Source: an optimization exercise on an open RTL-to-GDS flow (aim: small area). Production flows keep margins and buffers that such runs may drop. Where RTL was checked, it was by simulation tests only, not by an equivalence proof against the original. Power and IR drop assume default switching activity.

==> inputs of job 4747 <==
## clock_project_top
module clock_project_top (
        input CLK100MHZ,
        input por_n,
        input btn_rst, btn_set, btn_alm, btn_ent, btn_ret, btn_bstep,
        input [5:0] SW,
        input  rx,
        output tx,
        output reg [7:0] a_to_g,
        output reg [7:0] an,
        output reg [5:0] LED,
        output [2:0] I_RGB_LED, II_RGB_LED
    );
==> flow/config.mk <==
export PLATFORM = sky130hd
export DESIGN_NAME = clock_project_top
export DESIGN_NICKNAME = clock_project_top
export VERILOG_FILES = /design/flow/design.v
export SDC_FILE = /design/flow/constraint.sdc
export NUM_CORES = 4
export LEC_CHECK = 0
export CAP_MARGIN = 10
export CORE_MARGIN = 2
export CORE_UTILIZATION = 65
export PLACE_DENSITY = 0.72
export SLEW_MARGIN = 10
==> flow/constraint.sdc <==
create_clock -name core_clock -period 20.0 [get_ports {CLK100MHZ}]
set_input_delay 4.0000 -clock core_clock [delete_from_list [all_inputs] [get_ports {CLK100MHZ}]]
set_output_delay 4.0000 -clock core_clock [all_outputs]
set_load 0.01 [all_outputs]
standard.sh (not shown) runs the stock make flow with config.mk's settings and CLKGATE_MAP_FILE= SYNTH_SCRIPT=/design/flow/synth_recipe.tcl, a recipe that flattens the netlist after the stock synthesis.
==> flow/flow/run.sh <==
#!/bin/bash
# Own layout flow: the standard flow (standard.sh), except
#  - synthesis maps the logic with an area-oriented ABC script
#    (flow/abc_area.script) and leaves adders to ABC instead of the
#    half/full-adder cell map; registers are made exactly as in the
#    standard synthesis;
#  - port buffers use the smallest buffer cell;
#  - clock tree: larger sink clusters, no dummy loads.
# Each step's full output goes to a log file in this folder (and ORFS's
# own per-step logs under orfs/logs/).
set -euo pipefail
W=$(pwd)

# ORFS scripts folder with the ABC script replaced
mkdir -p "$W/scripts_area"
for f in "$FLOW_HOME"/scripts/*; do
    ln -sf "$f" "$W/scripts_area/"
done
rm -f "$W/scripts_area/abc_area.script" "$W/scripts_area/abc_speed.script"
cp "$W/flow/abc_area.script" "$W/scripts_area/abc_area.script"
cp "$W/flow/abc_area.script" "$W/scripts_area/abc_speed.script"

# synthesis
bash standard.sh SCRIPTS_DIR="$W/scripts_area" ADDER_MAP_FILE= synth > "$W/synth.log" 2>&1

# floorplan to final layout, standard scripts
export BUFFER_PORTS_ARGS="-buffer_cell sky130_fd_sc_hd__buf_1"
export CTS_ARGS="-sink_clustering_enable -repair_clock_nets -dont_use_dummy_load -sink_clustering_size 30 -sink_clustering_max_diameter 100"
bash standard.sh finish > "$W/layout.log" 2>&1
==> flow/flow/abc_area.script <==
strash
&get -n
&fraig -x
&put
scorr
dc2
dretime
strash
&get -n
&deepsyn -T 120
&put
&get -n
&dch -f
&nf -R 1000
&put
strash
&get -n
&dch -f
&nf -R 1000
&put
==> job 885: changes against job 4747 <==
--- a/flow/flow/run.sh
+++ b/flow/flow/run.sh
@@ -26,4 +26,4 @@
 # floorplan to final layout, standard scripts
 export BUFFER_PORTS_ARGS="-buffer_cell sky130_fd_sc_hd__buf_1"
-export CTS_ARGS="-sink_clustering_enable -repair_clock_nets -dont_use_dummy_load -sink_clustering_size 30 -sink_clustering_max_diameter 100"
+export CTS_ARGS="-sink_clustering_enable -repair_clock_nets -dont_use_dummy_load -sink_clustering_size 25 -sink_clustering_max_diameter 100"
 bash standard.sh finish > "$W/layout.log" 2>&1
--- a/flow/config.mk
+++ b/flow/config.mk
@@ -6,7 +6,6 @@
 export NUM_CORES = 4
 export LEC_CHECK = 0
-export CAP_MARGIN = 10
+export CAP_MARGIN = 0
 export CORE_MARGIN = 2
-export CORE_UTILIZATION = 65
-export PLACE_DENSITY = 0.72
-export SLEW_MARGIN = 10
+export CORE_UTILIZATION = 40
+export SLEW_MARGIN = 0
==> comparison table <==
metric                                                     job 885                 job 4747
Plain + repair buffers                                          48                       47
Tapcell Cnt                                                    390                      229
Count of nets after finishing                                 1427                     1423
Post-placement cell count                                     1784                     1621
Switching portion of total power                             0.241                    0.238
Area of placed instances                               12700 sq um              12500 sq um
Met3 routed wirelength                                     2300 um                  2830 um
Worst clock skew on the final layout                     0.0400 ns                0.0512 ns
Run status                                 complete, no violations  complete, no violations
Number of global-route vias before repair                     9709                     9961
Sequential share of cell area                                0.455                    0.465
GRT Overall Usage                                            0.214                    0.328
CP arrival                                                 7.80 ns                  7.63 ns
Die area                                               31500 sq um              19700 sq um
Routability Congestion                                       0.943                    0.987


==> job 7270 <==
clock_project_top, a different RTL version from the one above (not shown whole).
Settings: LEC_CHECK=0, CAP_MARGIN=20, CORE_MARGIN=2, CORE_UTILIZATION=40, SLEW_MARGIN=20; clock period 20.0 ns.
==> flow/flow/run.sh <==
#!/bin/bash
set -euo pipefail
W=$(pwd)

# ORFS scripts folder with the ABC script replaced
mkdir -p "$W/scripts_area"
for f in "$FLOW_HOME"/scripts/*; do
    ln -sf "$f" "$W/scripts_area/"
done
rm -f "$W/scripts_area/abc_area.script" "$W/scripts_area/abc_speed.script"
cp "$W/flow/abc_area.script" "$W/scripts_area/abc_area.script"
cp "$W/flow/abc_area.script" "$W/scripts_area/abc_speed.script"

# synthesis (registers as the standard synthesis makes them)
bash standard.sh SCRIPTS_DIR="$W/scripts_area" ADDER_MAP_FILE= synth > "$W/synth.log" 2>&1

# floorplan to final layout, standard scripts
bash standard.sh finish > "$W/layout.log" 2>&1
==> flow/flow/abc_area.script <==
strash
&get -n
&fraig -x
&put
scorr
dc2
dretime
strash
&get -n
&dch -f
&nf -R 1000
&put
strash
&get -n
&dch -f
&nf -R 1000
&put
==> job 1275: changes against job 7270 <==
--- a/flow/design.v
+++ b/flow/design.v
@@ -11,18 +11,16 @@
         output reg [5:0] LED,
         output [2:0] I_RGB_LED, II_RGB_LED
     );
     parameter SEC_HI     = 299;
     parameter SCAN_W     = 10;
     parameter BLINK_BIT  = 18;
-    parameter DELTA_MAX  = 3072;     
-    parameter RBLINK_MAX = 153600;   
+    parameter [11:0] DELTA_TERM = 12'h1c1;
+    parameter [17:0] RBLK_TERM  = 18'h28ee7;
     localparam SEC_W   = SCAN_W + 9;
     localparam [SEC_W-1:0] SEC_LAST = ((SEC_HI + 1) << SCAN_W) - 1;
-    localparam DELTA_W = $clog2(DELTA_MAX + 1);
-    localparam RBLK_W  = $clog2(RBLINK_MAX + 1);
     wire clk = CLK100MHZ;
     wire por = ~por_n;
     reg [2:0] db_set, db_alm, db_ent, db_ret, db_bst;
     always @(posedge clk)
         if (por) begin
             db_set <= 3'b0;
@@ -82,51 +80,50 @@
         end else begin
             mode      <= next_mode;
             done_prev <= done;
             load_set  <= set_done_pulse;
         end
     reg       rx_r;
-    reg [1:0] rxst;         
+    reg       rxst0, rxst1;
+    wire [1:0] rxst = {rxst1, rxst0};
     reg [3:0] osb;
     reg [8:0] rsh;          
     reg       rx_done;
     wire [7:0] rxd = rsh[8:1];
     always @(posedge clk)
         if (por)
             rx_r <= 1'b1;
         else
             rx_r <= rx;
+    reg [1:0] rxst_nx;
+    always @(*)
+        case (rxst)
+            2'd0:    rxst_nx = rx_r ? 2'd0 : 2'd1;
+            2'd1:    rxst_nx = (osb != 4'd8) ? 2'd1 : (rx_r ? 2'd0 : 2'd2);
+            2'd2:    rxst_nx = (osb == 4'd15 && rsh[1]) ? 2'd3 : 2'd2;
+            default: rxst_nx = (osb == 4'd15) ? 2'd0 : 2'd3;
+        endcase
+    always @(posedge clk)
+        if (por) begin
+            rxst0 <= 1'b0;
+            rxst1 <= 1'b0;
+        end else if (os_tick) begin
+            rxst0 <= rxst_nx[0];
+            rxst1 <= rxst_nx[1];
+        end
     always @(posedge clk) begin
         rx_done <= 1'b0;
-        if (por)
-            rxst <= 2'd0;
-        else if (os_tick)
+        if (~por && os_tick)
             case (rxst)
-                2'd0: if (~rx_r) begin
-                          rxst <= 2'd1;
-                          osb  <= 4'd1;
-                      end
-                2'd1: if (osb == 4'd8) begin
-                          if (~rx_r) begin
-                              rxst <= 2'd2;
-                              osb  <= 4'd0;
-                          end else
-                              rxst <= 2'd0;
-                      end else
-                          osb <= osb + 1'b1;
-                2'd2: begin
-                          osb <= osb + 1'b1;
-                          if (osb == 4'd15 && rsh[1])
-                              rxst <= 2'd3;
-                      end
-                2'd3: begin
+                2'd0: osb <= 4'd1;
+                2'd1: if (osb == 4'd8) osb <= 4'd0;
+                      else osb <= osb + 1'b1;
+                default: begin
                           osb <= osb + 1'b1;
-                          if (osb == 4'd15) begin
+                          if (rxst[0] && osb == 4'd15)
                               rx_done <= rx_r;
-                              rxst    <= 2'd0;
-                          end
                       end
             endcase
     end
     always @(posedge clk)
         if (os_tick) begin
             if (rxst == 2'd1 && osb == 4'd8)
@@ -194,29 +191,29 @@
     reg [5:0] alm_min;
     wire ringing = (ast == A_WAKE);
     localparam S_MON = 3'd0, S_DAY = 3'd1, S_HOUR = 3'd2, S_MIN = 3'd3,
                S_SEC = 3'd4, S_DONE = 3'd5;
     reg [2:0] sst;
     reg [3:0] set_month;
-    reg [4:0] set_day, set_hour;
+    reg [4:0] set_hour;
+    reg       set_day1;     
     reg [5:0] set_min, set_sec;
-    wire [4:0] sd_max = mdays4(set_month);
     always @(posedge clk)
         if (por) begin
             sst       <= S_MON;
             done      <= 1'b0;
             set_month <= 4'd0;
-            set_day   <= 5'd0;
+            set_day1  <= 1'b0;
             set_hour  <= 5'd0;
             set_min   <= 6'd0;
             set_sec   <= 6'd0;
         end else if (rst_set) begin
             sst       <= S_MON;
             done      <= 1'b0;
             set_month <= 4'd1;
-            set_day   <= 5'd1;
+            set_day1  <= 1'b1;
             set_hour  <= 5'd0;
             set_min   <= 6'd0;
             set_sec   <= 6'd0;
         end else if (ret_p)
             sst <= S_MON;
         else if (bst_set)
@@ -234,14 +231,13 @@
                     if (set_month > 4'd12) set_month <= 4'd12;
                     else if (set_month == 4'd0) set_month <= 4'd1;
                     else set_month <= SW[3:0];
                     sst <= S_DAY;
                 end
                 S_DAY: begin
-                    if (set_day == 5'd0) set_day <= 5'd1;
-                    else if (set_day > sd_max) set_day <= sd_max;
+                    set_day1 <= 1'b1;
                     sst <= S_HOUR;
                 end
                 S_HOUR: begin
                     set_hour <= c23;
                     sst <= S_MIN;
                 end
@@ -277,13 +273,13 @@
     wire hr23  = ((hour & 5'd23) == 5'd23);
     wire [4:0] max_days = mdays4(month[3:0]);
     wire load_time = load_set | uart_set_pulse;
     wire [5:0] l_sec   = uart_set_pulse ? rxd[5:0] : set_sec;
     wire [5:0] l_min   = uart_set_pulse ? n_min    : set_min;
     wire [4:0] l_hour  = uart_set_pulse ? n_hour   : set_hour;
-    wire [4:0] l_day   = uart_set_pulse ? n_day    : set_day;
+    wire [4:0] l_day   = uart_set_pulse ? n_day    : {4'b0, set_day1};
     wire [3:0] l_month = uart_set_pulse ? n_mon    : set_month;
     wire ce_min   = cy & sec59;
     wire ce_hour  = ce_min & min59;
     wire ce_day   = ce_hour & hr23;
     wire ce_month = ce_day & day_cout;
     always @(posedge clk)
@@ -374,35 +370,35 @@
                         end
                         default: ;
                     endcase
             end else if ((ast == A_ACT) & ret_p)
                 ast <= A_IDLE;
         end
-    reg [DELTA_W-1:0] delta;
+    reg [11:0]        delta;
     reg [8:0]         valc;
-    reg [RBLK_W-1:0]  rbc;
+    reg [17:0]        rbc;
     reg               rblink;
     reg [2:0]         rgb;
     always @(posedge clk)
         if (por) begin
             delta  <= 0;
             valc   <= 9'd0;
             rbc    <= 0;
             rblink <= 1'b0;
         end else begin
-            if ((delta & DELTA_MAX) == DELTA_MAX)
-                delta <= 0;
+            if (delta == DELTA_TERM)
+                delta <= 12'd0;
             else
-                delta <= delta + 1'b1;
-            if (delta == 0)
+                delta <= {delta[10:0], ~(delta[11] ^ delta[5] ^ delta[3] ^ delta[0])};
+            if (delta == 12'd0)
                 valc <= ((valc & 9'd383) == 9'd383) ? 9'd0 : valc + 1'b1;
-            if ((rbc & RBLINK_MAX) == RBLINK_MAX) begin
-                rbc    <= 0;
+            if (rbc == RBLK_TERM) begin
+                rbc    <= 18'd0;
                 rblink <= ~rblink;
             end else
-                rbc <= rbc + 1'b1;
+                rbc <= {rbc[16:0], ~(rbc[17] ^ rbc[10])};
         end
     wire       wlow = ~|window[7:2];
     wire [6:0] incv = valc[6:0];
     wire [6:0] decv = ~valc[6:0];
     wire inc_on = wlow & ((|incv[6:2]) | (incv[1:0] > window[1:0]));
     wire dec_on = wlow & ((|decv[6:2]) | (decv[1:0] > window[1:0]));
@@ -550,13 +546,13 @@
                 default: fval = {3'b0, c12};
             endcase
         else
             case (pos)
                 2'd0:    fval = m_set ? {1'b0, set_min}  : m_alm ? {1'b0, alm_min}  : {1'b0, min};
                 2'd1:    fval = m_set ? {2'b0, set_hour} : m_alm ? {2'b0, alm_hour} : {2'b0, hour};
-                2'd2:    fval = m_set ? ((set_day == 5'd0) ? 7'd1 : {2'b0, set_day}) : day;
+                2'd2:    fval = m_set ? 7'd1 : day;
                 default: fval = m_set ? {3'b0, sm_nz} : {3'b0, month[3:0]};
             endcase
     wire [3:0] tens  = fval / 7'd10;
     wire [3:0] units = fval - tens * 4'd10;
     wire [3:0] digit = mpx[0] ? tens : units;
     reg [6:0] seg;
==> flow/flow/run.sh (replaced) <==
#!/bin/bash
# Own layout flow: the standard flow (standard.sh), except
#  - synthesis maps the logic with an area-oriented ABC script
#    (flow/abc_area.script: deepsyn for 4 minutes, two rounds of &dch/&nf area mapping,
#    then don't-care based area recovery with mfs3) and leaves adders to
#    ABC instead of the half/full-adder cell map; registers are made
#    exactly as in the standard synthesis. mfs3 can abort ABC, so should
#    that happen synthesis is rerun with flow/abc_area_mfs.script (plain
#    mfs3 -a) and then with flow/abc_area_safe.script (no mfs3);
#  - port buffers use the smallest buffer cell;
#  - clock tree: larger sink clusters, no dummy loads.
# Each step's full output goes to a log file in this folder (and ORFS's
# own per-step logs under orfs/logs/).
set -euo pipefail
W=$(pwd)

# ORFS scripts folder with the ABC script replaced
mkdir -p "$W/scripts_area"
for f in "$FLOW_HOME"/scripts/*; do
    ln -sf "$f" "$W/scripts_area/"
done
use_abc_script() {
    rm -f "$W/scripts_area/abc_area.script" "$W/scripts_area/abc_speed.script"
    cp "$1" "$W/scripts_area/abc_area.script"
    cp "$1" "$W/scripts_area/abc_speed.script"
}
synth_with() {
    use_abc_script "$W/flow/$1.script"
    bash standard.sh SCRIPTS_DIR="$W/scripts_area" ADDER_MAP_FILE= synth > "$W/synth_$1.log" 2>&1
}

# synthesis
synth_with abc_area || synth_with abc_area_mfs || synth_with abc_area_safe

# floorplan to final layout, standard scripts
export BUFFER_PORTS_ARGS="-buffer_cell sky130_fd_sc_hd__buf_1"
export CTS_ARGS="-sink_clustering_enable -repair_clock_nets -dont_use_dummy_load -sink_clustering_size 27 -sink_clustering_max_diameter 90"
bash standard.sh finish > "$W/layout.log" 2>&1
==> flow/flow/abc_area.script (replaced) <==
strash
&get -n
&fraig -x
&put
scorr
dc2
dretime
strash
&get -n
&deepsyn -T 240
&put
&get -n
&dch -f
&nf -R 1000
&put
strash
&get -n
&dch -f
&nf -R 1000
&put
mfs3 -a -H 6 -R 2
==> flow/flow/abc_area_mfs.script (new file) <==
strash
&get -n
&fraig -x
&put
scorr
dc2
dretime
strash
&get -n
&deepsyn -T 240
&put
&get -n
&dch -f
&nf -R 1000
&put
strash
&get -n
&dch -f
&nf -R 1000
&put
mfs3 -a
==> flow/flow/abc_area_safe.script (new file) <==
strash
&get -n
&fraig -x
&put
scorr
dc2
dretime
strash
&get -n
&deepsyn -T 240
&put
&get -n
&dch -f
&nf -R 1000
&put
strash
&get -n
&dch -f
&nf -R 1000
&put
==> flow/config.mk (replaced) <==
export PLATFORM = sky130hd
export DESIGN_NAME = clock_project_top
export DESIGN_NICKNAME = clock_project_top
export VERILOG_FILES = /design/flow/design.v
export SDC_FILE = /design/flow/constraint.sdc
export NUM_CORES = 4
export LEC_CHECK = 0
export CAP_MARGIN = 10
export CORE_MARGIN = 2
export CORE_UTILIZATION = 65
export PLACE_DENSITY = 0.72
export SLEW_MARGIN = 10
==> job 2176: changes against job 7270 <==
--- a/flow/design.v
+++ b/flow/design.v
@@ -13,16 +13,38 @@
     );
     parameter SEC_HI     = 299;
     parameter SCAN_W     = 10;
     parameter BLINK_BIT  = 18;
     parameter DELTA_MAX  = 3072;     
     parameter RBLINK_MAX = 153600;   
+    function [11:0] lfsr12_term;
+        input integer n;
+        integer i;
+        reg [11:0] s;
+        begin
+            s = 12'd0;
+            for (i = 0; i < n; i = i + 1)
+                s = {s[10:0], ~(s[11] ^ s[5] ^ s[3] ^ s[0])};
+            lfsr12_term = s;
+        end
+    endfunction
+    function [17:0] lfsr18_term;
+        input integer n;
+        integer i;
+        reg [17:0] s;
+        begin
+            s = 18'd0;
+            for (i = 0; i < n; i = i + 1)
+                s = {s[16:0], ~(s[17] ^ s[10])};
+            lfsr18_term = s;
+        end
+    endfunction
     localparam SEC_W   = SCAN_W + 9;
     localparam [SEC_W-1:0] SEC_LAST = ((SEC_HI + 1) << SCAN_W) - 1;
-    localparam DELTA_W = $clog2(DELTA_MAX + 1);
-    localparam RBLK_W  = $clog2(RBLINK_MAX + 1);
+    localparam [11:0] DELTA_TERM = lfsr12_term(DELTA_MAX);
+    localparam [17:0] RBLK_TERM  = lfsr18_term(RBLINK_MAX);
     wire clk = CLK100MHZ;
     wire por = ~por_n;
     reg [2:0] db_set, db_alm, db_ent, db_ret, db_bst;
     always @(posedge clk)
         if (por) begin
             db_set <= 3'b0;
@@ -194,29 +216,29 @@
     reg [5:0] alm_min;
     wire ringing = (ast == A_WAKE);
     localparam S_MON = 3'd0, S_DAY = 3'd1, S_HOUR = 3'd2, S_MIN = 3'd3,
                S_SEC = 3'd4, S_DONE = 3'd5;
     reg [2:0] sst;
     reg [3:0] set_month;
-    reg [4:0] set_day, set_hour;
+    reg [4:0] set_hour;
+    reg       set_day1;     
     reg [5:0] set_min, set_sec;
-    wire [4:0] sd_max = mdays4(set_month);
     always @(posedge clk)
         if (por) begin
             sst       <= S_MON;
             done      <= 1'b0;
             set_month <= 4'd0;
-            set_day   <= 5'd0;
+            set_day1  <= 1'b0;
             set_hour  <= 5'd0;
             set_min   <= 6'd0;
             set_sec   <= 6'd0;
         end else if (rst_set) begin
             sst       <= S_MON;
             done      <= 1'b0;
             set_month <= 4'd1;
-            set_day   <= 5'd1;
+            set_day1  <= 1'b1;
             set_hour  <= 5'd0;
             set_min   <= 6'd0;
             set_sec   <= 6'd0;
         end else if (ret_p)
             sst <= S_MON;
         else if (bst_set)
@@ -234,14 +256,13 @@
                     if (set_month > 4'd12) set_month <= 4'd12;
                     else if (set_month == 4'd0) set_month <= 4'd1;
                     else set_month <= SW[3:0];
                     sst <= S_DAY;
                 end
                 S_DAY: begin
-                    if (set_day == 5'd0) set_day <= 5'd1;
-                    else if (set_day > sd_max) set_day <= sd_max;
+                    set_day1 <= 1'b1;
                     sst <= S_HOUR;
                 end
                 S_HOUR: begin
                     set_hour <= c23;
                     sst <= S_MIN;
                 end
@@ -277,13 +298,13 @@
     wire hr23  = ((hour & 5'd23) == 5'd23);
     wire [4:0] max_days = mdays4(month[3:0]);
     wire load_time = load_set | uart_set_pulse;
     wire [5:0] l_sec   = uart_set_pulse ? rxd[5:0] : set_sec;
     wire [5:0] l_min   = uart_set_pulse ? n_min    : set_min;
     wire [4:0] l_hour  = uart_set_pulse ? n_hour   : set_hour;
-    wire [4:0] l_day   = uart_set_pulse ? n_day    : set_day;
+    wire [4:0] l_day   = uart_set_pulse ? n_day    : {4'b0, set_day1};
     wire [3:0] l_month = uart_set_pulse ? n_mon    : set_month;
     wire ce_min   = cy & sec59;
     wire ce_hour  = ce_min & min59;
     wire ce_day   = ce_hour & hr23;
     wire ce_month = ce_day & day_cout;
     always @(posedge clk)
@@ -374,35 +395,35 @@
                         end
                         default: ;
                     endcase
             end else if ((ast == A_ACT) & ret_p)
                 ast <= A_IDLE;
         end
-    reg [DELTA_W-1:0] delta;
+    reg [11:0]        delta;
     reg [8:0]         valc;
-    reg [RBLK_W-1:0]  rbc;
+    reg [17:0]        rbc;
     reg               rblink;
     reg [2:0]         rgb;
     always @(posedge clk)
         if (por) begin
             delta  <= 0;
             valc   <= 9'd0;
             rbc    <= 0;
             rblink <= 1'b0;
         end else begin
-            if ((delta & DELTA_MAX) == DELTA_MAX)
-                delta <= 0;
+            if (delta == DELTA_TERM)
+                delta <= 12'd0;
             else
-                delta <= delta + 1'b1;
-            if (delta == 0)
+                delta <= {delta[10:0], ~(delta[11] ^ delta[5] ^ delta[3] ^ delta[0])};
+            if (delta == 12'd0)
                 valc <= ((valc & 9'd383) == 9'd383) ? 9'd0 : valc + 1'b1;
-            if ((rbc & RBLINK_MAX) == RBLINK_MAX) begin
-                rbc    <= 0;
+            if (rbc == RBLK_TERM) begin
+                rbc    <= 18'd0;
                 rblink <= ~rblink;
             end else
-                rbc <= rbc + 1'b1;
+                rbc <= {rbc[16:0], ~(rbc[17] ^ rbc[10])};
         end
     wire       wlow = ~|window[7:2];
     wire [6:0] incv = valc[6:0];
     wire [6:0] decv = ~valc[6:0];
     wire inc_on = wlow & ((|incv[6:2]) | (incv[1:0] > window[1:0]));
     wire dec_on = wlow & ((|decv[6:2]) | (decv[1:0] > window[1:0]));
@@ -550,13 +571,13 @@
                 default: fval = {3'b0, c12};
             endcase
         else
             case (pos)
                 2'd0:    fval = m_set ? {1'b0, set_min}  : m_alm ? {1'b0, alm_min}  : {1'b0, min};
                 2'd1:    fval = m_set ? {2'b0, set_hour} : m_alm ? {2'b0, alm_hour} : {2'b0, hour};
-                2'd2:    fval = m_set ? ((set_day == 5'd0) ? 7'd1 : {2'b0, set_day}) : day;
+                2'd2:    fval = m_set ? 7'd1 : day;
                 default: fval = m_set ? {3'b0, sm_nz} : {3'b0, month[3:0]};
             endcase
     wire [3:0] tens  = fval / 7'd10;
     wire [3:0] units = fval - tens * 4'd10;
     wire [3:0] digit = mpx[0] ? tens : units;
     reg [6:0] seg;
==> flow/flow/run.sh (replaced) <==
#!/bin/bash
# Own layout flow: the standard flow (standard.sh), except
#  - synthesis maps the logic with an area-oriented ABC script
#    (flow/abc_area.script) and leaves adders to ABC instead of the
#    half/full-adder cell map; registers are made exactly as in the
#    standard synthesis;
#  - port buffers use the smallest buffer cell;
#  - clock tree: larger sink clusters, no dummy loads.
# Each step's full output goes to a log file in this folder (and ORFS's
# own per-step logs under orfs/logs/).
set -euo pipefail
W=$(pwd)

# ORFS scripts folder with the ABC script replaced
mkdir -p "$W/scripts_area"
for f in "$FLOW_HOME"/scripts/*; do
    ln -sf "$f" "$W/scripts_area/"
done
rm -f "$W/scripts_area/abc_area.script" "$W/scripts_area/abc_speed.script"
cp "$W/flow/abc_area.script" "$W/scripts_area/abc_area.script"
cp "$W/flow/abc_area.script" "$W/scripts_area/abc_speed.script"

# synthesis
bash standard.sh SCRIPTS_DIR="$W/scripts_area" ADDER_MAP_FILE= synth > "$W/synth.log" 2>&1

# floorplan to final layout, standard scripts
export BUFFER_PORTS_ARGS="-buffer_cell sky130_fd_sc_hd__buf_1"
export CTS_ARGS="-sink_clustering_enable -repair_clock_nets -dont_use_dummy_load -sink_clustering_size 20 -sink_clustering_max_diameter 60"
bash standard.sh finish > "$W/layout.log" 2>&1
==> notes.md <==
- Gpl congestion: 0.9148
- Fmax: 78.55 MHz
- Synth Area in Adders: 0.07809%
- Fin util: 47.07%
- Syn Std Cell Area: 0.01282 mm2
- Non-CTS inverters: 40
- DR pass1 iterations: 6
- Worst Setup SP: SW[4]
- Non-Filler Instances: 2034
- Status: no timing/DRC/antenna violations
That was job 7270.
==> notes.md <==
- Syn Std Cell Area: 0.01252 mm2
- Worst Setup SP: SW[4]
- Non-Filler Instances: 1925
- Gpl congestion: 0.9352
- Synth Area in Adders: 0.07993%
- Status: no timing/DRC/antenna violations
- Fin util: 45.20%
That was job 2176.
==> notes.md <==
- Status: no timing/DRC/antenna violations
- Gpl congestion: 1.037
- Non-Filler Instances: 1644
- Fmax: 85.92 MHz
- Synth Area in Adders: 0%
- Fin util: 71.60%
- Syn Std Cell Area: 0.01207 mm2
- Non-CTS inverters: 44
That was job 1275.
The RTL of job 7270 and job 2176 was laid out without a check of its function.

[separate check: timing with driven ports]
Ports are ideal in the flow. The routed layouts listed here were re-timed in OpenROAD.
Step 1: set_driving_cell puts a clkbuf_16 on CLK100MHZ and a buf_2 on each other input, an assumption about the parent block.
Step 2 adds t to the input delays and takes it off the output delays; t is the mean of the earliest and latest rising clock arrival at the registers after step 1. Input paths then give back, and output paths get back, about the clock's delay inside the block.
Slacks: ideal ports / drivers / drivers and shift; pairs: ideal ports / drivers.
| run | shift t [ns] | setup slack, ns | worst setup path at the end |
|---|---|---|---|
| job 4747 | 0.526 | 8.372 / 8.331 / 8.330 | input to output |
| job 885 | 0.540 | 8.199 / 8.174 / 8.174 | input to output |
| job 7270 | 0.612 | 7.270 / 7.239 / 7.239 | input to output |
| job 1275 | 0.528 | 8.361 / 8.338 / 8.338 | input to output |
| job 2176 | 0.570 | 7.909 / 7.883 / 7.883 | input to output |
After both steps setup and hold are still met in every run listed. The setup slack of job 4747, which loses most, moves by -0.041 ns with the drivers and by -0.042 ns with both steps.
